Source: an optimization exercise on an open RTL-to-GDS flow (aim: small area and a short achievable clock period). Production flows keep margins and buffers that such runs may drop.
RTL that was checked went through simulation tests only; none was proved equivalent to the original.
Only the layout flow was run in runs 3 and 4; the RTL was not checked for function there.
Power and IR drop assume default switching activity.

===== design/flow/design.v =====
module adder (
input [15:0] a, b,
output [15:0] out
);
assign out = a+b;
endmodule
module fullAdder (input a, b, c, output s, co);
assign s = a ^ b ^ c;
assign co = (a & b) | (a & c) | (b & c);
endmodule
module halfAdder (input a, b, output s, co);
assign s = a ^ b;
assign co = a & b;
endmodule
module computationTile (
input clk, clear,
input [3:0] opcode,
input cache_ok, mac_last,
input [15:0] input0, input1_wire,
output [15:0] cellOut
);
reg [15:0] R;
wire mac = opcode == 4'd15;
wire read = opcode == 4'd8;
wire arith = opcode[1:0] == 2'd3;           
wire isadd = opcode[2:0] == 3'd3;           
wire flagop = ~opcode[3] & (opcode[2:0] == 3'd4 | opcode[2:0] == 3'd5)
            | opcode[2:0] == 3'd6;           
wire eqop = opcode[2:0] == 3'd6;
wire minop = opcode == 4'd12;
wire maxop = opcode == 4'd13;
wire cacheOperand = ~clear & ~read & ~mac & cache_ok;
wire [15:0] x = input0;
wire [15:0] y = (cacheOperand | read) ? R : input1_wire;
wire rowsel = arith & ~isadd;
wire [15:0] xg = x & {16{rowsel}};
wire y0a = (y[0] | isadd) & arith;
wire [15:0] z = ({16{isadd}} & y) | ({16{mac & mac_last}} & R);
wire [15:0] ca = {x[15] ^ opcode[3], x[14:0]};
wire [15:0] cb = {y[15] ^ opcode[3], y[14:0]};
wire [15:0] prod;
wire lt, eq;
wire p1;
wire p2;
wire p3;
wire p4;
wire p5;
wire p6;
wire p7;
wire p8;
wire p9;
wire p10;
wire p11;
wire p12;
wire p13;
wire p14;
wire p15;
wire p16;
wire p17;
wire p18;
wire p19;
wire p20;
wire p21;
wire p22;
wire p23;
wire p24;
wire p25;
wire p26;
wire p27;
wire p28;
wire p29;
wire p30;
wire p31;
wire p32;
wire p33;
wire p34;
wire p35;
wire p36;
wire p37;
wire p38;
wire p39;
wire p40;
wire p41;
wire p42;
wire p43;
wire p44;
wire p45;
wire p46;
wire p47;
wire p48;
wire p49;
wire p50;
wire p51;
wire p52;
wire p53;
wire p54;
wire p55;
wire p56;
wire p57;
wire p58;
wire p59;
wire p60;
wire p61;
wire p62;
wire p63;
wire p64;
wire p65;
wire p66;
wire p67;
wire p68;
wire p69;
wire p70;
wire p71;
wire p72;
wire p73;
wire p74;
wire p75;
wire p76;
wire p77;
wire p78;
wire p79;
wire p80;
wire p81;
wire p82;
wire p83;
wire p84;
wire p85;
wire p86;
wire p87;
wire p88;
wire p89;
wire p90;
wire p91;
wire p92;
wire p93;
wire p94;
wire p95;
wire p96;
wire p97;
wire p98;
wire p99;
wire p100;
wire p101;
wire p102;
wire p103;
wire p104;
wire p105;
wire p106;
wire p107;
wire p108;
wire p109;
wire p110;
wire p111;
wire p112;
wire p113;
wire p114;
wire p115;
wire p116;
wire p117;
wire p118;
wire p119;
wire p120;
wire p121;
wire p122;
wire p123;
wire p124;
wire p125;
wire p126;
wire p127;
wire p128;
wire p129;
wire p130;
wire p131;
wire p132;
wire p133;
wire p134;
wire p135;
wire p136;
wire p137;
wire p138;
wire p139;
wire p140;
wire p141;
wire p142;
wire p143;
wire p144;
wire p145;
wire p146;
wire p147;
wire p148;
wire p149;
wire p150;
wire p151;
wire p152;
wire s153;
wire c154;
wire s155;
wire c156;
wire s157;
wire c158;
wire s159;
wire c160;
wire s161;
wire c162;
wire s163;
wire c164;
wire s165;
wire c166;
wire s167;
wire c168;
wire s169;
wire c170;
wire s171;
wire c172;
wire s173;
wire c174;
wire s175;
wire c176;
wire s177;
wire c178;
wire s179;
wire c180;
wire s181;
wire c182;
wire s183;
wire c184;
wire s185;
wire c186;
wire s187;
wire c188;
wire s189;
wire c190;
wire s191;
wire c192;
wire s193;
wire c194;
wire s195;
wire c196;
wire s197;
wire c198;
wire s199;
wire c200;
wire s201;
wire c202;
wire s203;
wire c204;
wire s205;
wire c206;
wire s207;
wire c208;
wire s209;
wire c210;
wire s211;
wire c212;
wire s213;
wire c214;
wire s215;
wire c216;
wire s217;
wire c218;
wire s219;
wire c220;
wire s221;
wire c222;
wire s223;
wire c224;
wire s225;
wire c226;
wire s227;
wire c228;
wire s229;
wire c230;
wire s231;
wire c232;
wire s233;
wire c234;
wire s235;
wire c236;
wire s237;
wire c238;
wire s239;
wire c240;
wire s241;
wire c242;
wire s243;
wire c244;
wire s245;
wire c246;
wire s247;
wire c248;
wire s249;
wire c250;
wire s251;
wire c252;
wire s253;
wire c254;
wire s255;
wire c256;
wire s257;
wire c258;
wire s259;
wire c260;
wire s261;
wire c262;
wire s263;
wire c264;
wire s265;
wire c266;
wire s267;
wire c268;
wire s269;
wire c270;
wire s271;
wire c272;
wire s273;
wire c274;
wire s275;
wire c276;
wire s277;
wire c278;
wire s279;
wire c280;
wire s281;
wire c282;
wire s283;
wire c284;
wire s285;
wire c286;
wire s287;
wire c288;
wire s289;
wire c290;
wire s291;
wire c292;
wire s293;
wire c294;
wire s295;
wire c296;
wire s297;
wire c298;
wire s299;
wire c300;
wire s301;
wire c302;
wire s303;
wire c304;
wire s305;
wire c306;
wire s307;
wire c308;
wire s309;
wire c310;
wire s311;
wire c312;
wire s313;
wire c314;
wire s315;
wire c316;
wire s317;
wire c318;
wire s319;
wire c320;
wire s321;
wire c322;
wire s323;
wire c324;
wire s325;
wire c326;
wire s327;
wire c328;
wire s329;
wire c330;
wire s331;
wire c332;
wire s333;
wire c334;
wire s335;
wire c336;
wire s337;
wire c338;
wire s339;
wire c340;
wire s341;
wire c342;
wire s343;
wire c344;
wire s345;
wire c346;
wire s347;
wire c348;
wire s349;
wire c350;
wire s351;
wire c352;
wire s353;
wire c354;
wire s355;
wire c356;
wire s357;
wire c358;
wire s359;
wire c360;
wire s361;
wire c362;
wire s363;
wire c364;
wire s365;
wire c366;
wire s367;
wire c368;
wire s369;
wire c370;
wire s371;
wire c372;
wire s373;
wire c374;
wire s375;
wire c376;
wire s377;
wire c378;
wire s379;
wire c380;
wire s381;
wire c382;
wire s383;
wire c384;
wire s385;
wire c386;
wire s387;
wire c388;
wire s389;
wire c390;
wire s391;
wire c392;
wire g393;
wire t394;
wire g395;
wire t396;
wire g397;
wire t398;
wire g399;
wire t400;
wire g401;
wire t402;
wire g403;
wire t404;
wire g405;
wire t406;
wire g407;
wire t408;
wire g409;
wire t410;
wire g411;
wire t412;
wire g413;
wire t414;
wire g415;
wire t416;
wire g417;
wire t418;
wire g419;
wire t420;
wire g421;
wire t422;
wire g423;
wire t424;
wire G425;
wire P426;
wire G427;
wire P428;
wire G429;
wire P430;
wire G431;
wire P432;
wire G433;
wire P434;
wire G435;
wire P436;
wire G437;
wire P438;
wire G439;
wire P440;
wire G441;
wire P442;
wire G443;
wire P444;
wire G445;
wire P446;
wire G447;
wire P448;
wire G449;
wire P450;
wire G451;
wire P452;
wire G453;
wire P454;
wire G455;
wire P456;
wire G457;
wire P458;
wire G459;
wire P460;
wire G461;
wire P462;
wire G463;
wire P464;
wire G465;
wire P466;
wire G467;
wire P468;
wire G469;
wire P470;
wire G471;
wire P472;
wire G473;
wire P474;
wire G475;
wire P476;
wire G477;
wire P478;
wire G479;
wire P480;
wire G481;
wire P482;
wire G483;
wire P484;
wire G485;
wire P486;
wire G487;
wire P488;
wire l489;
wire e490;
wire l491;
wire e492;
wire l493;
wire e494;
wire l495;
wire e496;
wire l497;
wire e498;
wire l499;
wire e500;
wire l501;
wire e502;
wire l503;
wire e504;
wire l505;
wire e506;
wire l507;
wire e508;
wire l509;
wire e510;
wire l511;
wire e512;
wire l513;
wire e514;
wire l515;
wire e516;
wire l517;
wire e518;
wire l519;
wire e520;
wire l521;
wire e522;
wire l523;
wire e524;
wire l525;
wire e526;
wire l527;
wire e528;
wire l529;
wire e530;
wire l531;
wire e532;
wire l533;
wire e534;
wire l535;
wire e536;
wire l537;
wire e538;
wire l539;
wire e540;
wire l541;
wire e542;
wire l543;
wire e544;
wire l545;
wire e546;
wire l547;
wire e548;
wire l549;
wire e550;
assign p1 = (x[0] & y0a);
assign p2 = z[0];
assign p3 = (x[1] & y0a);
assign p4 = (xg[0] & y[1]);
assign p5 = z[1];
assign p6 = (x[2] & y0a);
assign p7 = (xg[1] & y[1]);
assign p8 = (xg[0] & y[2]);
assign p9 = z[2];
assign p10 = (x[3] & y0a);
assign p11 = (xg[2] & y[1]);
assign p12 = (xg[1] & y[2]);
assign p13 = (xg[0] & y[3]);
assign p14 = z[3];
assign p15 = (x[4] & y0a);
assign p16 = (xg[3] & y[1]);
assign p17 = (xg[2] & y[2]);
assign p18 = (xg[1] & y[3]);
assign p19 = (xg[0] & y[4]);
assign p20 = z[4];
assign p21 = (x[5] & y0a);
assign p22 = (xg[4] & y[1]);
assign p23 = (xg[3] & y[2]);
assign p24 = (xg[2] & y[3]);
assign p25 = (xg[1] & y[4]);
assign p26 = (xg[0] & y[5]);
assign p27 = z[5];
assign p28 = (x[6] & y0a);
assign p29 = (xg[5] & y[1]);
assign p30 = (xg[4] & y[2]);
assign p31 = (xg[3] & y[3]);
assign p32 = (xg[2] & y[4]);
assign p33 = (xg[1] & y[5]);
assign p34 = (xg[0] & y[6]);
assign p35 = z[6];
assign p36 = (x[7] & y0a);
assign p37 = (xg[6] & y[1]);
assign p38 = (xg[5] & y[2]);
assign p39 = (xg[4] & y[3]);
assign p40 = (xg[3] & y[4]);
assign p41 = (xg[2] & y[5]);
assign p42 = (xg[1] & y[6]);
assign p43 = (xg[0] & y[7]);
assign p44 = z[7];
assign p45 = (x[8] & y0a);
assign p46 = (xg[7] & y[1]);
assign p47 = (xg[6] & y[2]);
assign p48 = (xg[5] & y[3]);
assign p49 = (xg[4] & y[4]);
assign p50 = (xg[3] & y[5]);
assign p51 = (xg[2] & y[6]);
assign p52 = (xg[1] & y[7]);
assign p53 = (xg[0] & y[8]);
assign p54 = z[8];
assign p55 = (x[9] & y0a);
assign p56 = (xg[8] & y[1]);
assign p57 = (xg[7] & y[2]);
assign p58 = (xg[6] & y[3]);
assign p59 = (xg[5] & y[4]);
assign p60 = (xg[4] & y[5]);
assign p61 = (xg[3] & y[6]);
assign p62 = (xg[2] & y[7]);
assign p63 = (xg[1] & y[8]);
assign p64 = (xg[0] & y[9]);
assign p65 = z[9];
assign p66 = (x[10] & y0a);
assign p67 = (xg[9] & y[1]);
assign p68 = (xg[8] & y[2]);
assign p69 = (xg[7] & y[3]);
assign p70 = (xg[6] & y[4]);
assign p71 = (xg[5] & y[5]);
assign p72 = (xg[4] & y[6]);
assign p73 = (xg[3] & y[7]);
assign p74 = (xg[2] & y[8]);
assign p75 = (xg[1] & y[9]);
assign p76 = (xg[0] & y[10]);
assign p77 = z[10];
assign p78 = (x[11] & y0a);
assign p79 = (xg[10] & y[1]);
assign p80 = (xg[9] & y[2]);
assign p81 = (xg[8] & y[3]);
assign p82 = (xg[7] & y[4]);
assign p83 = (xg[6] & y[5]);
assign p84 = (xg[5] & y[6]);
assign p85 = (xg[4] & y[7]);
assign p86 = (xg[3] & y[8]);
assign p87 = (xg[2] & y[9]);
assign p88 = (xg[1] & y[10]);
assign p89 = (xg[0] & y[11]);
assign p90 = z[11];
assign p91 = (x[12] & y0a);
assign p92 = (xg[11] & y[1]);
assign p93 = (xg[10] & y[2]);
assign p94 = (xg[9] & y[3]);
assign p95 = (xg[8] & y[4]);
assign p96 = (xg[7] & y[5]);
assign p97 = (xg[6] & y[6]);
assign p98 = (xg[5] & y[7]);
assign p99 = (xg[4] & y[8]);
assign p100 = (xg[3] & y[9]);
assign p101 = (xg[2] & y[10]);
assign p102 = (xg[1] & y[11]);
assign p103 = (xg[0] & y[12]);
assign p104 = z[12];
assign p105 = (x[13] & y0a);
assign p106 = (xg[12] & y[1]);
assign p107 = (xg[11] & y[2]);
assign p108 = (xg[10] & y[3]);
assign p109 = (xg[9] & y[4]);
assign p110 = (xg[8] & y[5]);
assign p111 = (xg[7] & y[6]);
assign p112 = (xg[6] & y[7]);
assign p113 = (xg[5] & y[8]);
assign p114 = (xg[4] & y[9]);
assign p115 = (xg[3] & y[10]);
assign p116 = (xg[2] & y[11]);
assign p117 = (xg[1] & y[12]);
assign p118 = (xg[0] & y[13]);
assign p119 = z[13];
assign p120 = (x[14] & y0a);
assign p121 = (xg[13] & y[1]);
assign p122 = (xg[12] & y[2]);
assign p123 = (xg[11] & y[3]);
assign p124 = (xg[10] & y[4]);
assign p125 = (xg[9] & y[5]);
assign p126 = (xg[8] & y[6]);
assign p127 = (xg[7] & y[7]);
assign p128 = (xg[6] & y[8]);
assign p129 = (xg[5] & y[9]);
assign p130 = (xg[4] & y[10]);
assign p131 = (xg[3] & y[11]);
assign p132 = (xg[2] & y[12]);
assign p133 = (xg[1] & y[13]);
assign p134 = (xg[0] & y[14]);
assign p135 = z[14];
assign p136 = (x[15] & y0a);
assign p137 = (xg[14] & y[1]);
assign p138 = (xg[13] & y[2]);
assign p139 = (xg[12] & y[3]);
assign p140 = (xg[11] & y[4]);
assign p141 = (xg[10] & y[5]);
assign p142 = (xg[9] & y[6]);
assign p143 = (xg[8] & y[7]);
assign p144 = (xg[7] & y[8]);
assign p145 = (xg[6] & y[9]);
assign p146 = (xg[5] & y[10]);
assign p147 = (xg[4] & y[11]);
assign p148 = (xg[3] & y[12]);
assign p149 = (xg[2] & y[13]);
assign p150 = (xg[1] & y[14]);
assign p151 = (xg[0] & y[15]);
assign p152 = z[15];
halfAdder us153(p91, p92, s153, c154);
fullAdder us155(p105, p106, p107, s155, c156);
halfAdder us157(p108, p109, s157, c158);
fullAdder us159(p120, p121, p122, s159, c160);
fullAdder us161(p123, p124, p125, s161, c162);
halfAdder us163(p126, p127, s163, c164);
fullAdder us165(p136, p137, p138, s165, c166);
fullAdder us167(p139, p140, p141, s167, c168);
fullAdder us169(p142, p143, p144, s169, c170);
halfAdder us171(p145, p146, s171, c172);
halfAdder us173(p45, p46, s173, c174);
fullAdder us175(p55, p56, p57, s175, c176);
halfAdder us177(p58, p59, s177, c178);
fullAdder us179(p66, p67, p68, s179, c180);
fullAdder us181(p69, p70, p71, s181, c182);
halfAdder us183(p72, p73, s183, c184);
fullAdder us185(p78, p79, p80, s185, c186);
fullAdder us187(p81, p82, p83, s187, c188);
fullAdder us189(p84, p85, p86, s189, c190);
halfAdder us191(p87, p88, s191, c192);
fullAdder us193(p93, p94, p95, s193, c194);
fullAdder us195(p96, p97, p98, s195, c196);
fullAdder us197(p99, p100, p101, s197, c198);
fullAdder us199(p102, p103, p104, s199, c200);
fullAdder us201(p110, p111, p112, s201, c202);
fullAdder us203(p113, p114, p115, s203, c204);
fullAdder us205(p116, p117, p118, s205, c206);
fullAdder us207(p119, s155, s157, s207, c208);
fullAdder us209(p128, p129, p130, s209, c210);
fullAdder us211(p131, p132, p133, s211, c212);
fullAdder us213(p134, p135, s159, s213, c214);
fullAdder us215(s161, s163, c156, s215, c216);
fullAdder us217(p147, p148, p149, s217, c218);
fullAdder us219(p150, p151, p152, s219, c220);
fullAdder us221(s165, s167, s169, s221, c222);
fullAdder us223(s171, c160, c162, s223, c224);
halfAdder us225(p21, p22, s225, c226);
fullAdder us227(p28, p29, p30, s227, c228);
halfAdder us229(p31, p32, s229, c230);
fullAdder us231(p36, p37, p38, s231, c232);
fullAdder us233(p39, p40, p41, s233, c234);
halfAdder us235(p42, p43, s235, c236);
fullAdder us237(p47, p48, p49, s237, c238);
fullAdder us239(p50, p51, p52, s239, c240);
fullAdder us241(p53, p54, s173, s241, c242);
fullAdder us243(p60, p61, p62, s243, c244);
fullAdder us245(p63, p64, p65, s245, c246);
fullAdder us247(s175, s177, c174, s247, c248);
fullAdder us249(p74, p75, p76, s249, c250);
fullAdder us251(p77, s179, s181, s251, c252);
fullAdder us253(s183, c176, c178, s253, c254);
fullAdder us255(p89, p90, s185, s255, c256);
fullAdder us257(s187, s189, s191, s257, c258);
fullAdder us259(c180, c182, c184, s259, c260);
fullAdder us261(s153, s193, s195, s261, c262);
fullAdder us263(s197, s199, c186, s263, c264);
fullAdder us265(c188, c190, c192, s265, c266);
fullAdder us267(c154, s201, s203, s267, c268);
fullAdder us269(s205, s207, c194, s269, c270);
fullAdder us271(c196, c198, c200, s271, c272);
fullAdder us273(c158, s209, s211, s273, c274);
fullAdder us275(s213, s215, c202, s275, c276);
fullAdder us277(c204, c206, c208, s277, c278);
fullAdder us279(c164, s217, s219, s279, c280);
fullAdder us281(s221, s223, c210, s281, c282);
fullAdder us283(c212, c214, c216, s283, c284);
halfAdder us285(p10, p11, s285, c286);
fullAdder us287(p15, p16, p17, s287, c288);
halfAdder us289(p18, p19, s289, c290);
fullAdder us291(p23, p24, p25, s291, c292);
fullAdder us293(p26, p27, s225, s293, c294);
fullAdder us295(p33, p34, p35, s295, c296);
fullAdder us297(s227, s229, c226, s297, c298);
fullAdder us299(p44, s231, s233, s299, c300);
fullAdder us301(s235, c228, c230, s301, c302);
fullAdder us303(s237, s239, s241, s303, c304);
fullAdder us305(c232, c234, c236, s305, c306);
fullAdder us307(s243, s245, s247, s307, c308);
fullAdder us309(c238, c240, c242, s309, c310);
fullAdder us311(s249, s251, s253, s311, c312);
fullAdder us313(c244, c246, c248, s313, c314);
fullAdder us315(s255, s257, s259, s315, c316);
fullAdder us317(c250, c252, c254, s317, c318);
fullAdder us319(s261, s263, s265, s319, c320);
fullAdder us321(c256, c258, c260, s321, c322);
fullAdder us323(s267, s269, s271, s323, c324);
fullAdder us325(c262, c264, c266, s325, c326);
fullAdder us327(s273, s275, s277, s327, c328);
fullAdder us329(c268, c270, c272, s329, c330);
fullAdder us331(s279, s281, s283, s331, c332);
fullAdder us333(c274, c276, c278, s333, c334);
halfAdder us335(p6, p7, s335, c336);
fullAdder us337(p12, p13, p14, s337, c338);
fullAdder us339(p20, s287, s289, s339, c340);
fullAdder us341(s291, s293, c288, s341, c342);
fullAdder us343(s295, s297, c292, s343, c344);
fullAdder us345(s299, s301, c296, s345, c346);
fullAdder us347(s303, s305, c300, s347, c348);
fullAdder us349(s307, s309, c304, s349, c350);
fullAdder us351(s311, s313, c308, s351, c352);
fullAdder us353(s315, s317, c312, s353, c354);
fullAdder us355(s319, s321, c316, s355, c356);
fullAdder us357(s323, s325, c320, s357, c358);
fullAdder us359(s327, s329, c324, s359, c360);
fullAdder us361(s331, s333, c328, s361, c362);
halfAdder us363(p3, p4, s363, c364);
fullAdder us365(p8, p9, s335, s365, c366);
fullAdder us367(s285, s337, c336, s367, c368);
fullAdder us369(c286, s339, c338, s369, c370);
fullAdder us371(c290, s341, c340, s371, c372);
fullAdder us373(c294, s343, c342, s373, c374);
fullAdder us375(c298, s345, c344, s375, c376);
fullAdder us377(c302, s347, c346, s377, c378);
fullAdder us379(c306, s349, c348, s379, c380);
fullAdder us381(c310, s351, c350, s381, c382);
fullAdder us383(c314, s353, c352, s383, c384);
fullAdder us385(c318, s355, c354, s385, c386);
fullAdder us387(c322, s357, c356, s387, c388);
fullAdder us389(c326, s359, c358, s389, c390);
fullAdder us391(c330, s361, c360, s391, c392);
assign g393 = p1 & p2;
assign t394 = p1 ^ p2;
assign g395 = p5 & s363;
assign t396 = p5 ^ s363;
assign g397 = s365 & c364;
assign t398 = s365 ^ c364;
assign g399 = s367 & c366;
assign t400 = s367 ^ c366;
assign g401 = s369 & c368;
assign t402 = s369 ^ c368;
assign g403 = s371 & c370;
assign t404 = s371 ^ c370;
assign g405 = s373 & c372;
assign t406 = s373 ^ c372;
assign g407 = s375 & c374;
assign t408 = s375 ^ c374;
assign g409 = s377 & c376;
assign t410 = s377 ^ c376;
assign g411 = s379 & c378;
assign t412 = s379 ^ c378;
assign g413 = s381 & c380;
assign t414 = s381 ^ c380;
assign g415 = s383 & c382;
assign t416 = s383 ^ c382;
assign g417 = s385 & c384;
assign t418 = s385 ^ c384;
assign g419 = s387 & c386;
assign t420 = s387 ^ c386;
assign g421 = s389 & c388;
assign t422 = s389 ^ c388;
assign g423 = s391 & c390;
assign t424 = s391 ^ c390;
assign G425 = g395 | (t396 & g393);
assign P426 = t396 & t394;
assign G427 = g399 | (t400 & g397);
assign P428 = t400 & t398;
assign G429 = g403 | (t404 & g401);
assign P430 = t404 & t402;
assign G431 = g407 | (t408 & g405);
assign P432 = t408 & t406;
assign G433 = g411 | (t412 & g409);
assign P434 = t412 & t410;
assign G435 = g415 | (t416 & g413);
assign P436 = t416 & t414;
assign G437 = g419 | (t420 & g417);
assign P438 = t420 & t418;
assign G439 = g423 | (t424 & g421);
assign P440 = t424 & t422;
assign G441 = g397 | (t398 & G425);
assign P442 = t398 & P426;
assign G443 = G427 | (P428 & G425);
assign P444 = P428 & P426;
assign G445 = g405 | (t406 & G429);
assign P446 = t406 & P430;
assign G447 = G431 | (P432 & G429);
assign P448 = P432 & P430;
assign G449 = g413 | (t414 & G433);
assign P450 = t414 & P434;
assign G451 = G435 | (P436 & G433);
assign P452 = P436 & P434;
assign G453 = g421 | (t422 & G437);
assign P454 = t422 & P438;
assign G455 = G439 | (P440 & G437);
assign P456 = P440 & P438;
assign G457 = g401 | (t402 & G443);
assign P458 = t402 & P444;
assign G459 = G429 | (P430 & G443);
assign P460 = P430 & P444;
assign G461 = G445 | (P446 & G443);
assign P462 = P446 & P444;
assign G463 = G447 | (P448 & G443);
assign P464 = P448 & P444;
assign G465 = g417 | (t418 & G451);
assign P466 = t418 & P452;
assign G467 = G437 | (P438 & G451);
assign P468 = P438 & P452;
assign G469 = G453 | (P454 & G451);
assign P470 = P454 & P452;
assign G471 = G455 | (P456 & G451);
assign P472 = P456 & P452;
assign G473 = g409 | (t410 & G463);
assign P474 = t410 & P464;
assign G475 = G433 | (P434 & G463);
assign P476 = P434 & P464;
assign G477 = G449 | (P450 & G463);
assign P478 = P450 & P464;
assign G479 = G451 | (P452 & G463);
assign P480 = P452 & P464;
assign G481 = G465 | (P466 & G463);
assign P482 = P466 & P464;
assign G483 = G467 | (P468 & G463);
assign P484 = P468 & P464;
assign G485 = G469 | (P470 & G463);
assign P486 = P470 & P464;
assign G487 = G471 | (P472 & G463);
assign P488 = P472 & P464;
assign prod[0] = t394;
assign prod[1] = t396 ^ g393;
assign prod[2] = t398 ^ G425;
assign prod[3] = t400 ^ G441;
assign prod[4] = t402 ^ G443;
assign prod[5] = t404 ^ G457;
assign prod[6] = t406 ^ G459;
assign prod[7] = t408 ^ G461;
assign prod[8] = t410 ^ G463;
assign prod[9] = t412 ^ G473;
assign prod[10] = t414 ^ G475;
assign prod[11] = t416 ^ G477;
assign prod[12] = t418 ^ G479;
assign prod[13] = t420 ^ G481;
assign prod[14] = t422 ^ G483;
assign prod[15] = t424 ^ G485;
assign l489 = ~ca[0] & cb[0];
assign e490 = ~(ca[0] ^ cb[0]);
assign l491 = ~ca[1] & cb[1];
assign e492 = ~(ca[1] ^ cb[1]);
assign l493 = ~ca[2] & cb[2];
assign e494 = ~(ca[2] ^ cb[2]);
assign l495 = ~ca[3] & cb[3];
assign e496 = ~(ca[3] ^ cb[3]);
assign l497 = ~ca[4] & cb[4];
assign e498 = ~(ca[4] ^ cb[4]);
assign l499 = ~ca[5] & cb[5];
assign e500 = ~(ca[5] ^ cb[5]);
assign l501 = ~ca[6] & cb[6];
assign e502 = ~(ca[6] ^ cb[6]);
assign l503 = ~ca[7] & cb[7];
assign e504 = ~(ca[7] ^ cb[7]);
assign l505 = ~ca[8] & cb[8];
assign e506 = ~(ca[8] ^ cb[8]);
assign l507 = ~ca[9] & cb[9];
assign e508 = ~(ca[9] ^ cb[9]);
assign l509 = ~ca[10] & cb[10];
assign e510 = ~(ca[10] ^ cb[10]);
assign l511 = ~ca[11] & cb[11];
assign e512 = ~(ca[11] ^ cb[11]);
assign l513 = ~ca[12] & cb[12];
assign e514 = ~(ca[12] ^ cb[12]);
assign l515 = ~ca[13] & cb[13];
assign e516 = ~(ca[13] ^ cb[13]);
assign l517 = ~ca[14] & cb[14];
assign e518 = ~(ca[14] ^ cb[14]);
assign l519 = ~ca[15] & cb[15];
assign e520 = ~(ca[15] ^ cb[15]);
assign l521 = l491 | (e492 & l489);
assign e522 = e492 & e490;
assign l523 = l495 | (e496 & l493);
assign e524 = e496 & e494;
assign l525 = l499 | (e500 & l497);
assign e526 = e500 & e498;
assign l527 = l503 | (e504 & l501);
assign e528 = e504 & e502;
assign l529 = l507 | (e508 & l505);
assign e530 = e508 & e506;
assign l531 = l511 | (e512 & l509);
assign e532 = e512 & e510;
assign l533 = l515 | (e516 & l513);
assign e534 = e516 & e514;
assign l535 = l519 | (e520 & l517);
assign e536 = e520 & e518;
assign l537 = l523 | (e524 & l521);
assign e538 = e524 & e522;
assign l539 = l527 | (e528 & l525);
assign e540 = e528 & e526;
assign l541 = l531 | (e532 & l529);
assign e542 = e532 & e530;
assign l543 = l535 | (e536 & l533);
assign e544 = e536 & e534;
assign l545 = l539 | (e540 & l537);
assign e546 = e540 & e538;
assign l547 = l543 | (e544 & l541);
assign e548 = e544 & e542;
assign l549 = l547 | (e548 & l545);
assign e550 = e548 & e546;
assign lt = l549;
assign eq = e550;
wire t_and = opcode[2:0] == 3'd1;
wire t_x = opcode[2:0] == 3'd2 | (minop & lt) | (maxop & ~lt);
wire t_y = opcode[2:0] == 3'd2 | (minop & ~lt) | (maxop & lt) | read;
wire t_nx = opcode == 4'd0;
wire [15:0] g = (x & y & {16{t_and}}) | (x & {16{t_x}}) | (y & {16{t_y}})
              | (~x & {16{t_nx}});
wire bit0 = flagop & (eqop ? eq : lt);
wire [15:0] f = prod | g | {15'b0, bit0};
assign cellOut = f;
always @(posedge clk)
    R <= clear ? 16'd0 : f;
endmodule
module compute_array (
    input clk, clear,
    input [3:0] tile_opcode,
    input [63:0] value_a, value_b,
    output [63:0] wire_out
);
    parameter WORD_BITS = 16;
    parameter TILES = 4;
    reg cache_ok, mac_last;
    always @(posedge clk) begin
        cache_ok <= ~clear & (tile_opcode != 4'd8);
        mac_last <= ~clear & (tile_opcode == 4'd15);
    end
    generate
        genvar i;
        for(i = 0; i < TILES; i = i+1) begin: ctl
            computationTile tile_i(clk, clear, tile_opcode, cache_ok, mac_last,
                value_a[WORD_BITS*(i+1)-1:WORD_BITS*i],
                value_b[WORD_BITS*(i+1)-1:WORD_BITS*i],
                wire_out[WORD_BITS*(i+1)-1:WORD_BITS*i]
            );
        end
    endgenerate
endmodule

===== design/flow/constraint.sdc =====
create_clock -name core_clock -period 16.0 [get_ports {clk}]
set_input_delay 3.2000 -clock core_clock [delete_from_list [all_inputs] [get_ports {clk}]]
set_output_delay 3.2000 -clock core_clock [all_outputs]
set_load 0.01 [all_outputs]

===== design/flow/config.mk =====
export PLATFORM = sky130hd
export DESIGN_NAME = compute_array
export DESIGN_NICKNAME = compute_array
export VERILOG_FILES = /design/flow/design.v
export SDC_FILE = /design/flow/constraint.sdc
export NUM_CORES = 4
export LEC_CHECK = 0
export CAP_MARGIN = 20
export CORE_MARGIN = 2
export CORE_UTILIZATION = 40
export SETUP_SLACK_MARGIN = 2
export SLEW_MARGIN = 20
export SYNTH_HIERARCHICAL = 1
export SYNTH_MINIMUM_KEEP_SIZE = 0

===== design/flow/run.sh =====
#!/bin/bash
# synth_recipe.tcl (not shown) runs the flow's synth.tcl, then flattens the netlist and writes it again
# the make line also repeats each setting of config.mk as NAME=value (left out here)
make -C /OpenROAD-flow-scripts/flow DESIGN_CONFIG=/design/flow/config.mk WORK_HOME=/design/flow/orfs CLKGATE_MAP_FILE= SYNTH_SCRIPT=/design/flow/synth_recipe.tcl finish

==> metrics.yaml, run 1 <==
sta:
  tightest_slew_ns: 1.18
  setup_viol: 0
  rsz0062_at_grt: "yes"
  layout_min_cycle_time_ns: 13.72
  drv_slew: 0
  tns_ns: 0
  hold_viol_final: 0
  fmax_mhz: 72.9
  layout_setup_ws_ns: 2.28
  clock_skew_ns: 0.00779
  slew_headroom: 0.211
  finalCritPeriodShare: 0.857
synth:
  yosys-top-cells-count: "nor2_1 (474), fa_1 (436), ha_1 (240)"
  yosysTopAreaCell: "fa_1"
  synth_most_common_cell: "nor2_1"
  ys_warn_count: 8
  syn_area_per_cell_sq_um: 8.84
  postSynthCellCount: 2618
  synth_top_family_by_area: "adder cells"
  synth_compound_area_frac: 0.132
  synth-edff-count: 0
  syn_area_sq_um: 23100
  yosysSeqAreaShare: 0.0571
  ys_types: 57
  synth_top_cell_area_share: 0.377
  synth-adder-area-share: 0.507
  ys_seq_elements: 66
  synth_area_leaders: "fa_1 (38%), ha_1 (13%), nor2_1 (7.7%)"
  post_synth_xor_area_fraction: 0.0182
  yosys.area_share.simple: 0.206
  syn_nets: 3428
  synth_flop_cell: "dfxtp_1"
  synthMuxAreaShare: 0.0303
  async_flop_share: 0
detailed_routing:
  drt_pre_antenna_iters: 6
  drcViolationCount: 0
  final_antenna_net_count: 0
  routed_via_density: 5.77
  routed_wl_um: 79700
  drtIter0Drc: 1622
  vias: 20320
  wl_per_cell_um: 22.6
clocking:
  cts_tree: "built"
  clock-sinks: 66
  htreeDepth: 3
  clk_latency_ns: 0.40
  holdBufCountCts: 0
  clkTransAtPathRegs_ns: 0.08
  cts_made_buffers: 9
  cts_max_path_buffers: 2
  cts_root_buf: "clkbuf_16"
critical_path:
  cp_cell_sequence: "buf_2 > buf_8 > a31oi_1 > a311oi_4 > buf_6 > mux2_2 > and3_1 > fa_1 > fa_1 > fa_1 > fa_1 > fa_1 > ha_1 > nand2_1 > o21ai_0 > a21o_1 > a41o_1 > a41oi_1 > xnor2_1 > nand3_1 > clkdlybuf4s50_1"
  reg2regPathDepth: 22
  cp.depth: 21
  critical_path_class: "input pin to output pin"
  worst_ep_required_time_ns: 12.80
  path_common_cell: "fa_1"
  critPathMaxFanout: 37
  startpoint_type: "input pin"
  slowest_stage: "fa_1"
  critical_path_buf_inv_count: 4
  end_kind: "output pin"
  max_stage_delay_ns: 0.59
  worstPathArrival_ns: 10.52
  cp_top_family: "adder cells"
floorplanning:
  die_y_um: 245
  num_rows: 88
  die_w_um: 245
  die_area_sq_um: 59800
  coreArea_sq_um: 57500
  start_util: 0.403
  io_pins: 198
finish:
  layout.nets: 3565
  nFillCells: 5613
  drive_above_1_share: 0.0569
  fin_area_sq_um: 26400
  n_antenna_cell: 0
  layoutNonFillerInstCount: 3524
  syn2layout_area_growth_pct: 14.0
global_routing:
  grt-ovfl-total: 0
  grt_pass1_wl_um: 124000
  antenna_found_initial: 1
  grt_pass1_vias: 21479
  grt_max_degree: 71
  grt_usage: 0.269
power:
  p_leak_nw: 13.5
  pwr-share-seq: 0.140
  peakVddDrop_v: 0.0000470
  p_switching_mw: 0.755
  clkPwrFrac: 0.161
  power.density_nw_per_um2: 59.1
  combPwrFrac: 0.699
  p_int_mw: 0.805
  switching_share: 0.484
place:
  io_buffers: 197
  gp_congestion: 0.936
  placed_area_sq_um: 26000
  dp_hpwl_um: 60800
  dpl.cell_count: 3507
  pre_cts_ws_ns: 1.81
worst_hold_path:
  holdCritPathClass: "flip-flop to flip-flop"
  worstHoldPathCells: 4
run_status:
  outcome: "finished clean"
job:
  drv_cap: 0
[per-layer routing]
metal | share of wire | vias up | global-route usage
met3 | 0.064 | 174 | 0.0396
met4 | 0.045 | 2 | 0.123
met5 | 0.00011 | - | 0
met1 | 0.43 | 10252 | 0.357
met2 | 0.46 | 827 | 0.433
li1 | - | 9065 | -
[area by class of cell]
| class | instances | area [sq um] | share of cell area |
|---|---|---|---|
| tap | 765 | 957 | 0.0363 |
| timing repair buffer | 254 | 2410 | 0.0912 |
| multi-input combinational | 2272 | 20800 | 0.789 |
| clock buffer | 10 | 239 | 0.00906 |
| inverter | 152 | 571 | 0.0216 |
| sequential | 66 | 1320 | 0.0501 |
| clock inverter | 5 | 78.8 | 0.00299 |
[per-module statistics from Yosys (local to each module, per instance)]
module | copies in the design | area [sq um] | flip-flops and latches
computationTile | 4 | 3480 | 16
compute_array | 1 | 68.8 | 2
fullAdder | 420 | 20.0 | 0
halfAdder | 60 | 12.5 | 0
[path summary, 6_finish.rpt]
kind                                          from                  to  slack [ns]
worst max-delay path                tile_opcode[3]        wire_out[47]        2.28
worst min-delay path            ctl[2].tile_i.R[0]  ctl[2].tile_i.R[0]        0.80
worst min register to register  ctl[2].tile_i.R[0]  ctl[2].tile_i.R[0]        0.80
worst max register to register            cache_ok  ctl[1].tile_i.R[9]        9.27
[placed cells by master (no fill, tap or decap), types with 13 or more instances in the layout]
cell	Yosys	routed
o211ai_1	24	24
buf_4	4	54
nor2b_1	24	24
nor3_1	36	36
nor2_1	474	474
ha_1	240	240
a31oi_1	48	48
nand2_1	228	228
xnor2_1	28	28
nand3_1	48	48
mux2i_1	60	59
fa_1	436	436
clkdlybuf4s50_1	0	192
and3_1	88	88
nand4_1	13	13
dfxtp_1	66	66
a221oi_1	16	16
o21a_1	16	16
o21ai_0	100	100
a21oi_1	120	118
xor2_1	20	20
inv_1	152	152
a221o_1	20	20
and2_1	64	64
[state kept, by name (all words and copies together) (netlist names)]
register      cells
mac_last          1
cache_ok          1
ctl.tile_i.R     64
[cell families (layout without fill, tap and decap cells)]
family | Yosys count | in the layout
multiplexers | 68 | 68
XOR/XNOR | 48 | 48
buffers and inverters | 280 | 421
AO/OA/AOI/OAI | 444 | 444
AND/OR/NAND/NOR | 1036 | 1036
adder cells (fa/ha/maj) | 676 | 676
flip-flops | 66 | 66
[what timing repair did]
action,CTS,global route
endpoints found under the hold margin,0,0
cloned,0,0
pin swaps,0,1
setup buffers,0,2
setup endpoints to repair,7,19
gates resized for setup,2,10
[metrics by stage]
step                total power, mW   util  hold WS [ns]
global placement               1.28  0.453         0.752
detailed placement             1.30  0.453         0.785
floorplan                     0.890      -         0.707
CTS                            1.56  0.458         0.804
finish                         1.56  0.459         0.804
global route                   1.67  0.459         0.879
[power groups by stage]
| stage | Sequential [mW] | Combinational, mW | Clock, mW |
|---|---|---|---|
| 2_1_floorplan | 0.213 | 0.677 | 0 |
| 3_3_place_gp | 0.221 | 1.06 | 0 |
| 3_5_place_dp | 0.221 | 1.08 | 0 |
| 4_1_cts | 0.218 | 1.09 | 0.257 |
| 5_1_grt | 0.221 | 1.19 | 0.259 |
| 6_report | 0.218 | 1.09 | 0.252 |
[worst min-delay path, cell delays in order, from the launching register on]
cell and delay (ns):
dfxtp_1 0.34, mux2i_1 0.10, inv_1 0.11, nand2_1 0.08
a31oi_1 0.15
==> inputs of run 2 (changes only) <==
==> design/flow/flow/run.sh (new file) <==
#!/bin/bash
# The standard layout (the standard.sh: standard synthesis, then ORFS to
# finish), with the port buffers made as sky130_fd_sc_hd__buf_1 cells in place
# of the delay buffers buffer_ports picks by default.
set -euo pipefail
bash standard.sh BUFFER_PORTS_ARGS="-buffer_cell sky130_fd_sc_hd__buf_1" finish > standard_flow.log 2>&1
==> design/flow/standard.sh (new file) <==
#!/bin/bash
# synth_recipe.tcl (not shown) runs the flow's synth.tcl, then flattens the netlist and writes it again
# the make line also repeats each setting of config.mk as NAME=value (left out here)
make -C /OpenROAD-flow-scripts/flow DESIGN_CONFIG=/design/flow/config.mk WORK_HOME=/design/flow/orfs CLKGATE_MAP_FILE= SYNTH_SCRIPT=/design/flow/synth_recipe.tcl "${@:-finish}"
removed: design/flow/run.sh
==> run 2 against run 1 <==
  * Register-to-register slack worse by 0.24 ns
  * Core utilization is 2.3 points lower
  * Sequential power hardly changed
  * Global-route usage is 0.074 points higher
  * Clock power is 11% lower
  * Critical path type unchanged
  * Largest power group unchanged
  * Highest routed layer unchanged
==> metrics.yaml, run 2 <==
run_status:
  outcome: "finished clean"
power:
  peakVddDrop_v: 0.0000460
  combPwrFrac: 0.693
  p_leak_nw: 13.0
  clkPwrFrac: 0.156
  p_total_mw: 1.44
  power.density_nw_per_um2: 57.4
  p_switching_mw: 0.750
  pwr-share-seq: 0.151
  p_int_mw: 0.688
  switching_share: 0.522
detailed_routing:
  wl_per_cell_um: 22.5
  drt_pre_antenna_iters: 5
  final_antenna_net_count: 0
  drcViolationCount: 0
  vias: 20465
  routed_via_density: 5.81
  drtIter0Drc: 1743
  routed_wl_um: 79100
critical_path:
  end_kind: "output pin"
  worst_ep_required_time_ns: 12.80
  ff2ff_setup_slack_ns: 9.03
  critical_path_class: "input pin to output pin"
  startpoint_type: "input pin"
  critPathMaxFanout: 70
  worstPathArrival_ns: 10.44
sta:
  slew_headroom: 0.222
  whs_ns: 0.796
  layout_min_cycle_time_ns: 13.64
  setup_viol: 0
  clock_skew_ns: 0.0116
  layout_setup_ws_ns: 2.36
  fmax_mhz: 73.3
  hold_viol_final: 0
  rsz0062_at_grt: "yes"
  tightest_slew_ns: 1.16
  finalCritPeriodShare: 0.853
  tns_ns: 0
  drv_slew: 0
synth:
  ys_seq_elements: 66
  yosys-top-cells-count: "nor2_1 (474), fa_1 (436), ha_1 (240)"
  syn_area_sq_um: 23100
  synth_most_common_cell: "nor2_1"
  syn_nets: 3428
  ys_warn_count: 8
  yosysSeqAreaShare: 0.0571
  yosysTopAreaCell: "fa_1"
  synth_top_cell_area_share: 0.377
  async_flop_share: 0
  ys_types: 57
  syn_area_per_cell_sq_um: 8.84
  synth_area_leaders: "fa_1 (38%), ha_1 (13%), nor2_1 (7.7%)"
  synth_flop_cell: "dfxtp_1"
  postSynthCellCount: 2618
  synth-edff-count: 0
place:
  gp_congestion: 0.931
  dp_hpwl_um: 59900
  placed_area_sq_um: 24800
  pre_cts_ws_ns: 2.27
  io_buffers: 197
finish:
  regMostFlops: "ctl.tile_i.R"
  drive_above_1_share: 0.0541
  final_common_cell: "nor2_1"
  fin_area_sq_um: 25100
  final_cell_mix: "nor2_1 (474), fa_1 (436), ha_1 (240), nand2_1 (228), buf_1 (192)"
  syn2layout_area_growth_pct: 8.36
  largest_register_ffs: 64
  reg_top3: "ctl.tile_i.R x64, cache_ok x1, mac_last x1"
  layout.nets: 3559
floorplanning:
  die_w_um: 245
  num_rows: 88
  start_util: 0.403
  die_area_sq_um: 59800
  coreArea_sq_um: 57500
  io_pins: 198
  die_y_um: 245
clocking:
  cts_root_buf: "clkbuf_16"
  post_cts_resized: 0
  post_cts_buffers: 0
  clock-sinks: 66
  cts_max_path_buffers: 2
  htreeDepth: 3
  clk_latency_ns: 0.40
  holdBufCountCts: 0
  clkTransAtPathRegs_ns: 0.07
  cts_made_buffers: 9
  cts_tree: "built"
global_routing:
  gr-usage-met2: 0.443
  grt-ovfl-total: 0
  grt_pass1_vias: 21716
  grt_pass1_wl_um: 125000
  busiest_layer: "met2"
  grt_max_degree: 71
  met1_usage: 0.356
  grt_usage: 0.270
  use_met3: 0.0419
  antenna_found_initial: 6
worst_hold_path:
  holdCritPathClass: "flip-flop to flip-flop"
job:
  drv_cap: 0
==> run 2: cell counts after synthesis <==
No cell type changed its count.
==> run 2: layout make-up <==
cell class | count | area [sq um]
diodes | 4 | 10.0
clock buffers | 12 | 256
clock inverters | 4 | 26.3
fillers | 5757 | 32400
inverters | 152 | 571
multi-input cells | 2272 | 20800
flip-flops and latches | 66 | 1320
well taps | 765 | 957
repair buffers | 248 | 1140
==> run 2: worst paths after layout <==
check | startpoint | end | cells past startpoint
worst max-delay path | tile_opcode[0] | wire_out[47] | 20
worst min-delay path | ctl[2].tile_i.R[0] | ctl[2].tile_i.R[0] | 4
worst max register to register | cache_ok | ctl[2].tile_i.R[14] | 19
worst min register to register | ctl[2].tile_i.R[0] | ctl[2].tile_i.R[0] | 4
==> run 2: kinds of logic after synthesis <==
| group | share of synthesized area |
|---|---|
| and+or+nand+nor | 0.206 |
| buffers and inverters | 0.0493 |
| adders and majority gates | 0.507 |
| muxes | 0.0303 |
| AOI/OAI and AO/OA | 0.132 |
| DFF | 0.0571 |
| xor gates and xnor gates | 0.0182 |
==> run 2: per-stage QoR <==
stage / instances / utilization
3_3_place_gp: 3503 / 0.431
6_report: 3523 / 0.436
4_1_cts: 3519 / 0.436
2_1_floorplan: 2618 / -
5_1_grt: 3522 / 0.436
3_5_place_dp: 3503 / 0.431
==> run 2: per-layer routing <==
| metal | up-vias | wire, um |
|---|---|---|
| met5 | - | 27 |
| met4 | 4 | 3040 |
| met3 | 182 | 5700 |
| met2 | 892 | 37200 |
| met1 | 10336 | 33200 |
| li1 | 9051 | - |
==> run 2: critical path, cell delays in order <==
cell and delay [ns]:
clkbuf_4 0.69, a31oi_1 0.25, a311oi_4 0.91, mux2i_1 0.35, a21oi_1 0.11, buf_4 0.21, and2_1 0.19, fa_1 0.58
fa_1 0.45, fa_1 0.54, fa_1 0.45, fa_1 0.58, fa_1 0.44, ha_1 0.36, a21oi_1 0.28, o21bai_1 0.11
a41oi_1 0.20, xnor2_1 0.18, nand3_1 0.14, buf_1 0.17
==> run 2: power groups by stage <==
| stage | clock, mW | sequential [mW] | combinational [mW] |
|---|---|---|---|
| after detailed placement | 0 | 0.220 | 0.984 |
| after global routing | 0.232 | 0.221 | 1.10 |
| final | 0.224 | 0.217 | 0.998 |
| after CTS | 0.231 | 0.217 | 0.993 |
| after global placement | 0 | 0.220 | 0.965 |
| after floorplan | 0 | 0.213 | 0.677 |
==> run 2: modules after synthesis, one instance, submodules excluded <==
module / flip-flops and latches / copies in the design / cell area (sq um) / cells
fullAdder: 0 / 420 / 20.0 / 1
computationTile: 16 / 4 / 3480 / 533
compute_array: 2 / 1 / 68.8 / 6
halfAdder: 0 / 60 / 12.5 / 1
==> inputs of run 3 (changes only) <==
--- a/design/flow/design.v
+++ b/design/flow/design.v
@@ -1 +1,15 @@
+module mux2 (
+input in0, in1,
+input s,
+output out
+);
+assign out = s ? in1 : in0;
+endmodule
+module resultBit (
+input x, y, prod,
+input t_x, t_xy, t_y, t_nx,
+output f
+);
+assign f = prod | (x ? (t_x | (y & t_xy)) : (t_nx | (y & t_y)));
+endmodule
 module adder (
@@ -1043,7 +1057,13 @@
 wire t_y = opcode[2:0] == 3'd2 | (minop & ~lt) | (maxop & lt) | read;
+wire t_xy = t_and | t_y;
 wire t_nx = opcode == 4'd0;
-wire [15:0] g = (x & y & {16{t_and}}) | (x & {16{t_x}}) | (y & {16{t_y}})
-              | (~x & {16{t_nx}});
 wire bit0 = flagop & (eqop ? eq : lt);
-wire [15:0] f = prod | g | {15'b0, bit0};
+wire [15:0] f;
+resultBit rb0(x[0], y[0], prod[0] | bit0, t_x, t_xy, t_y, t_nx, f[0]);
+genvar i;
+generate
+    for (i = 1; i < 16; i = i + 1) begin: rbits
+        resultBit rb(x[i], y[i], prod[i], t_x, t_xy, t_y, t_nx, f[i]);
+    end
+endgenerate
 assign cellOut = f;
--- a/design/flow/config.mk
+++ b/design/flow/config.mk
@@ -10,3 +10,3 @@
 export CORE_UTILIZATION = 40
-export SETUP_SLACK_MARGIN = 2
+export SETUP_SLACK_MARGIN = 2.5
 export SLEW_MARGIN = 20
==> run 3 against run 2 <==
  * Clock power decreased by 3%
  * Cell area decreased by 2.5%
  * Sequential share of layout area increased by 0.13 points
  * Worst hold slack improved by 0.0021 ns
  * Sequential cell count unchanged
  * Cell count decreased by 4.9%
  * Critical path depth decreased by 1
  * Combinational power decreased by 7.1%
==> metrics.yaml, run 3 <==
run_status:
  outcome: "finished clean"
power:
  p_leak_nw: 12.6
  combPwrFrac: 0.680
  switching_share: 0.499
  p_int_mw: 0.683
  power.density_nw_per_um2: 55.8
  clkPwrFrac: 0.160
  peakVddDrop_v: 0.0000534
  pwr-share-seq: 0.160
  p_switching_mw: 0.680
floorplanning:
  die_area_sq_um: 58400
  io_pins: 198
  num_rows: 87
  die_y_um: 242
  coreArea_sq_um: 56200
  die_w_um: 242
  start_util: 0.403
worst_hold_path:
  holdCritPathClass: "flip-flop to flip-flop"
  worstHoldPathCells: 4
critical_path:
  worstPathArrival_ns: 9.91
  cp.depth: 19
  critical_path_class: "input pin to output pin"
  critPathMaxFanout: 27
  critical_path_buf_inv_count: 3
  worst_ep_required_time_ns: 12.80
  startpoint_type: "input pin"
  cp_cell_sequence: "clkbuf_4 > buf_4 > nand3_1 > and2_2 > o21ai_0 > a31oi_4 > and2_1 > fa_1 > fa_1 > fa_1 > fa_1 > fa_1 > fa_1 > xor2_1 > nor4_1 > a2111oi_0 > o211a_1 > a211o_1 > buf_1"
  path_common_cell: "fa_1"
  reg2regPathDepth: 17
  end_kind: "output pin"
  cp_top_family: "adder cells"
  slowest_stage: "fa_1"
  max_stage_delay_ns: 0.60
finish:
  largest_register_ffs: 64
  nFillCells: 5562
  fin_area_sq_um: 24500
  reg_top3: "ctl.tile_i.R x64, cache_ok x1, mac_last x1"
  register_area_sq_um: 1320
  final_common_cell: "nor2_1"
  drive_above_1_share: 0.0687
  multi_input_area_sq_um: 20200
  layout.nets: 3335
  final_util: 0.435
  regMostFlops: "ctl.tile_i.R"
  final_cell_mix: "nor2_1 (454), fa_1 (436), buf_1 (192), ha_1 (180), inv_1 (164)"
  syn2layout_area_growth_pct: 8.16
detailed_routing:
  drcViolationCount: 0
  vias: 18540
  routed_wl_um: 69800
  drtIter0Drc: 1132
  routed_via_density: 5.54
  drt_pre_antenna_iters: 5
  wl_per_cell_um: 20.9
  final_antenna_net_count: 0
synth:
  synth_flop_cell: "dfxtp_1"
  synth_area_leaders: "fa_1 (39%), ha_1 (10%), nor2_1 (7.5%)"
  yosysSeqAreaShare: 0.0584
  synth_most_common_cell: "nor2_1"
  syn_area_sq_um: 22600
  synth-edff-count: 0
  postSynthCellCount: 2430
  syn_nets: 3180
  ys_warn_count: 8
  yosysTopAreaCell: "fa_1"
  async_flop_share: 0
  ys_types: 55
  synth_top_cell_area_share: 0.386
  yosys-top-cells-count: "nor2_1 (454), fa_1 (436), ha_1 (180)"
  ys_seq_elements: 66
  syn_area_per_cell_sq_um: 9.30
global_routing:
  grt_max_degree: 48
  grt_pass1_vias: 20042
  grt_usage: 0.244
  grt_pass1_wl_um: 111000
  antenna_found_initial: 6
  grt-ovfl-total: 0
clocking:
  clock-sinks: 66
  cts_root_buf: "clkbuf_16"
  cts_made_buffers: 9
  cts_tree: "built"
  clkTransAtPathRegs_ns: 0.07
  cts_max_path_buffers: 2
  holdBufCountCts: 0
  htreeDepth: 3
  clk_latency_ns: 0.40
sta:
  slew_headroom: 0.385
  drv_slew: 0
  hold_viol_final: 0
  layout_min_cycle_time_ns: 13.11
  tns_ns: 0
  whs_ns: 0.798
  fmax_mhz: 76.3
  clock_skew_ns: 0.0103
  tightest_slew_ns: 0.923
  finalCritPeriodShare: 0.820
  layout_setup_ws_ns: 2.89
  rsz0062_at_grt: "no"
  setup_viol: 0
place:
  gp_congestion: 0.922
  io_buffers: 197
  placed_area_sq_um: 24100
  pre_cts_ws_ns: 2.42
  dp_hpwl_um: 54700
job:
  drv_cap: 0
-- run 3: changes by cell type in the layout (fill, tap and decap cells not counted), moves of 64 or more --
cell,before,now
mux2_1,0,64
a211o_1,0,64
a21oi_1,119,55
nand2_1,228,152
and3_1,88,11
-- run 3: per-stage QoR --
| step | std cells | power [mW] |
|---|---|---|
| after floorplan | 2430 | 0.860 |
| after global placement | 3330 | 1.12 |
| after detailed placement | 3330 | 1.14 |
| after global routing | 3349 | 1.47 |
| after CTS | 3346 | 1.37 |
| final | 3349 | 1.36 |
-- run 3: what timing repair did --
item	4_1_cts	5_1_grt
cloned	0	0
endpoints found under the setup margin	1	4
buffers inserted	0	0
gates resized for setup	1	14
-- run 3: final cells by class --
| class | count | share of cell area |
|---|---|---|
| multi-input cells | 2108 | 0.827 |
| flip-flops and latches | 66 | 0.0540 |
| repair buffers | 236 | 0.0429 |
| well taps | 756 | 0.0387 |
| inverters | 164 | 0.0252 |
| clock buffers | 14 | 0.0112 |
| clock inverters | 2 | 0.000409 |
| diodes | 3 | 0.000307 |
-- run 3: kinds of logic after synthesis --
family | synth area share
fa+ha+maj | 0.486
compound gates | 0.0981
flops | 0.0584
mux | 0.0963
buf+inv | 0.0505
simple gates | 0.191
xor+xnor | 0.0201
-- run 3: path summary, 6_finish.rpt --
path         slack [ns]           startpoint             endpoint
max reg2reg        9.41             cache_ok  ctl[2].tile_i.R[15]
min                0.80  ctl[1].tile_i.R[15]  ctl[1].tile_i.R[15]
min reg2reg        0.80  ctl[1].tile_i.R[15]  ctl[1].tile_i.R[15]
max                2.89       tile_opcode[1]         wire_out[63]
-- run 3: worst min-delay path: stages, from the launching register on --
cell	delay, ns
dfxtp_1	0.34
mux2i_2	0.11
inv_1	0.07
a211o_1	0.13
nor2b_1	0.12
-- run 3: power by group through the flow --
| stage | Sequential [mW] | Combinational, mW | Clock, mW |
|---|---|---|---|
| after detailed placement | 0.222 | 0.918 | 0 |
| after floorplan | 0.216 | 0.644 | 0 |
| after global placement | 0.221 | 0.898 | 0 |
| after CTS | 0.218 | 0.924 | 0.226 |
| final | 0.218 | 0.927 | 0.218 |
| after global routing | 0.222 | 1.02 | 0.230 |
-- run 3: metal layers --
layer	vias to the layer above	track usage	part of all wire
met4	4	0.106	0.039
met3	145	0.0351	0.052
met2	601	0.404	0.48
li1	8342	-	-
met1	9448	0.318	0.43
met5	-	0	0.00043
-- run 3: per-module statistics from Yosys (local to each module, per instance) --
module | times used | cells | area [sq um] | flip-flops and latches
halfAdder | 60 | 1 | 12.5 | 0
computationTile | 4 | 438 | 2850 | 16
fullAdder | 420 | 1 | 20.0 | 0
resultBit | 64 | 3 | 31.3 | 0
compute_array | 1 | 6 | 68.8 | 2
==> inputs of run 4 (changes only) <==
--- a/design/flow/config.mk
+++ b/design/flow/config.mk
@@ -10,3 +10,3 @@
 export CORE_UTILIZATION = 40
-export SETUP_SLACK_MARGIN = 2.5
+export SETUP_SLACK_MARGIN = 3.5
 export SLEW_MARGIN = 20
==> run 4 against run 3 <==
  * Largest cell class unchanged
  * Area after synthesis stayed put
  * Critical path type unchanged
  * Sequential share of layout area fell by 0.21 points
  * Cell count rose by 2.1%
  * First-iteration DRC count increased by 5.7%
  * Register-to-register slack improved by 0.35 ns
==> metrics.yaml, run 4 <==
detailed_routing:
  vias: 18901
  final_antenna_net_count: 0
  drtIter0Drc: 1197
  wl_per_cell_um: 20.9
  drt_pre_antenna_iters: 5
  routed_via_density: 5.52
  drcViolationCount: 0
  routed_wl_um: 71300
critical_path:
  r2r_start: "cache_ok"
  critical_path_class: "input pin to output pin"
  worst_ep_required_time_ns: 12.80
  end_kind: "output pin"
  worstPathArrival_ns: 9.12
  cp-startpoint: "tile_opcode[1]"
  critPathMaxFanout: 28
  startpoint_type: "input pin"
worst_hold_path:
  worstHoldStart: "ctl[1].tile_i.R[15]"
  holdCritPathClass: "flip-flop to flip-flop"
synth:
  syn_area_sq_um: 22600
  syn_nets: 3180
  synth_flop_cell: "dfxtp_1"
  ys_types: 55
  synth_most_common_cell: "nor2_1"
  synth_area_leaders: "fa_1 (39%), ha_1 (10%), nor2_1 (7.5%)"
  postSynthCellCount: 2430
  syn_area_per_cell_sq_um: 9.30
  yosysTopAreaCell: "fa_1"
  synth-edff-count: 0
  yosys-top-cells-count: "nor2_1 (454), fa_1 (436), ha_1 (180)"
  synth_top_cell_area_share: 0.386
  ys_seq_elements: 66
  ys_warn_count: 8
  yosysSeqAreaShare: 0.0584
  async_flop_share: 0
finish:
  final_cell_mix: "nor2_1 (454), fa_1 (435), buf_1 (189), ha_1 (180), inv_1 (164)"
  regMostFlops: "ctl.tile_i.R"
  layoutNonFillerInstCount: 3421
  largest_register_ffs: 64
  final_common_cell: "nor2_1"
  drive_above_1_share: 0.105
  reg_top3: "ctl.tile_i.R x64, cache_ok x1, mac_last x1"
  layout.nets: 3407
  syn2layout_area_growth_pct: 12.5
clocking:
  cts_made_buffers: 9
  htreeDepth: 3
  holdBufCountCts: 0
  clock-sinks: 66
  cts_max_path_buffers: 2
  clkTransAtPathRegs_ns: 0.07
  cts_tree: "built"
  cts_root_buf: "clkbuf_16"
  clk_latency_ns: 0.39
global_routing:
  met1_usage: 0.320
  grt-ovfl-total: 0
  grt_max_degree: 48
  grt_pass1_wl_um: 112000
  gr-usage-met2: 0.405
  busiest_layer: "met2"
  grt_pass1_vias: 20185
  use_met3: 0.0377
  grt_usage: 0.246
  antenna_found_initial: 5
power:
  p_total_mw: 1.43
  peakVddDrop_v: 0.0000535
  power.density_nw_per_um2: 56.2
  p_leak_nw: 13.1
floorplanning:
  coreArea_sq_um: 56200
  num_rows: 87
  io_pins: 198
  start_util: 0.403
  die_area_sq_um: 58400
  die_y_um: 242
  die_w_um: 242
run_status:
  outcome: "finished clean"
sta:
  slew_headroom: 0.413
  layout_min_cycle_time_ns: 12.32
  setup_viol: 0
  rsz0062_at_grt: "no"
  hold_viol_final: 0
  tightest_slew_ns: 0.880
  whs_ns: 0.797
  finalCritPeriodShare: 0.770
  tns_ns: 0
  drv_slew: 0
  clock_skew_ns: 0.00896
  fmax_mhz: 81.2
place:
  dpl.cell_count: 3330
  io_buffers: 197
  dp_hpwl_um: 54700
  gp_congestion: 0.922
job:
  drv_cap: 0
-- run 4: power breakdown --
| group | internal, mW | leakage, nW | switching, mW |
|---|---|---|---|
| clock network | 0.117 | 0.143 | 0.101 |
| logic | 0.412 | 12.4 | 0.580 |
| registers | 0.197 | 0.548 | 0.0232 |
| total | 0.726 | 13.1 | 0.704 |
-- run 4: final timing paths --
| check | endpoint | slack, ns | cells past startpoint |
|---|---|---|---|
| setup / recovery | wire_out[31] | 3.68 | 21 |
| hold / removal | ctl[1].tile_i.R[15] | 0.80 | 4 |
| setup reg to reg | ctl[3].tile_i.R[15] | 9.76 | 19 |
| hold reg to reg | ctl[1].tile_i.R[15] | 0.80 | 4 |
-- run 4: Yosys stat by module, one instance, submodules excluded --
module           flops+latches  copies in the design
computationTile             16                     4
compute_array                2                     1
resultBit                    0                    64
fullAdder                    0                   420
halfAdder                    0                    60
-- run 4: cells by family after synthesis --
logic type,after synthesis,synth area share
simple gates,932,0.191
fa+ha+maj,616,0.486
compound gates,324,0.0981
buf+inv,256,0.0505
mux,184,0.0963
flops,66,0.0584
xor+xnor,52,0.0201
-- run 4: final cells by class --
class                      count  area, sq um
fill                        5507        30700
multi-input combinational   2108        20500
timing repair buffer         308         1790
sequential                    66         1320
tap                          756          946
inverter                     164          616
clock buffer                  14          274
clock inverter                 2         10.0
antenna                        3         7.51
-- run 4: repair_timing --
item,4_1_cts,5_1_grt
setup endpoints to repair,25,14
buffers inserted,21,48
gates resized for setup,44,57
pin swaps,7,15
cloned,0,3
-- run 4: worst max-delay path, stage by stage --
cell and delay [ns]:
buf_12 0.14, buf_12 0.15, nor3b_1 0.27, o21a_2 0.25, o21ai_1 0.12, a31oi_4 0.27
buf_4 0.18, and2_1 0.15, fa_1 0.43, fa_1 0.57, fa_1 0.45, fa_1 0.57
fa_1 0.42, ha_1 0.34, a21o_1 0.17, a21oi_1 0.19, o211ai_1 0.21, a2111o_1 0.46
o211a_1 0.18, a211o_1 0.25, clkbuf_2 0.13
-- run 4: per-layer routing --
metal | part of all wire | vias up | wire length (um)
met5 | 0.00022 | - | 16
met1 | 0.43 | 9567 | 30400
li1 | - | 8488 | -
met2 | 0.48 | 694 | 34000
met4 | 0.041 | 2 | 2930
met3 | 0.056 | 150 | 4030
-- run 4: stage by stage --
stage | util | setup slack, ns | cell area [sq um]
2_1_floorplan | - | 4.32 | 22600
3_3_place_gp | 0.429 | 2.66 | 24100
3_5_place_dp | 0.429 | 2.42 | 24100
4_1_cts | 0.442 | 3.48 | 24800
5_1_grt | 0.453 | 3.46 | 25400
6_report | 0.453 | 3.68 | 25400

==> re-timing with driven ports <==
In the flow no input, the clock included, has a driving cell. The finished layouts below were timed again as built, in two steps.
Step 1, drivers: a clkbuf_16 drives clk and a buf_2 each remaining input, both assumed.
Step 2, shift: input delay + t, output delay - t, t = (earliest + latest rising clock arrival at the registers) / 2. This alone moves slack from input paths to output paths.
Slacks: no drivers / after step 1 / after step 2; pairs: no drivers / after step 1.
| run | t, ns | setup WS [ns] | cell pins on the clock port's net |
|---|---|---|---|
| run 1 | 0.450 | 2.281 / 2.194 / 2.194 | 1 |
| run 2 | 0.446 | 2.358 / 2.273 / 2.273 | 1 |
| run 3 | 0.449 | 2.885 / 2.811 / 2.811 | 1 |
| run 4 | 0.444 | 3.679 / 3.584 / 3.584 | 1 |
After both steps every run listed still meets setup and hold. The setup slack of run 4, which loses most, moves by -0.095 ns with the drivers and by -0.095 ns with both steps.
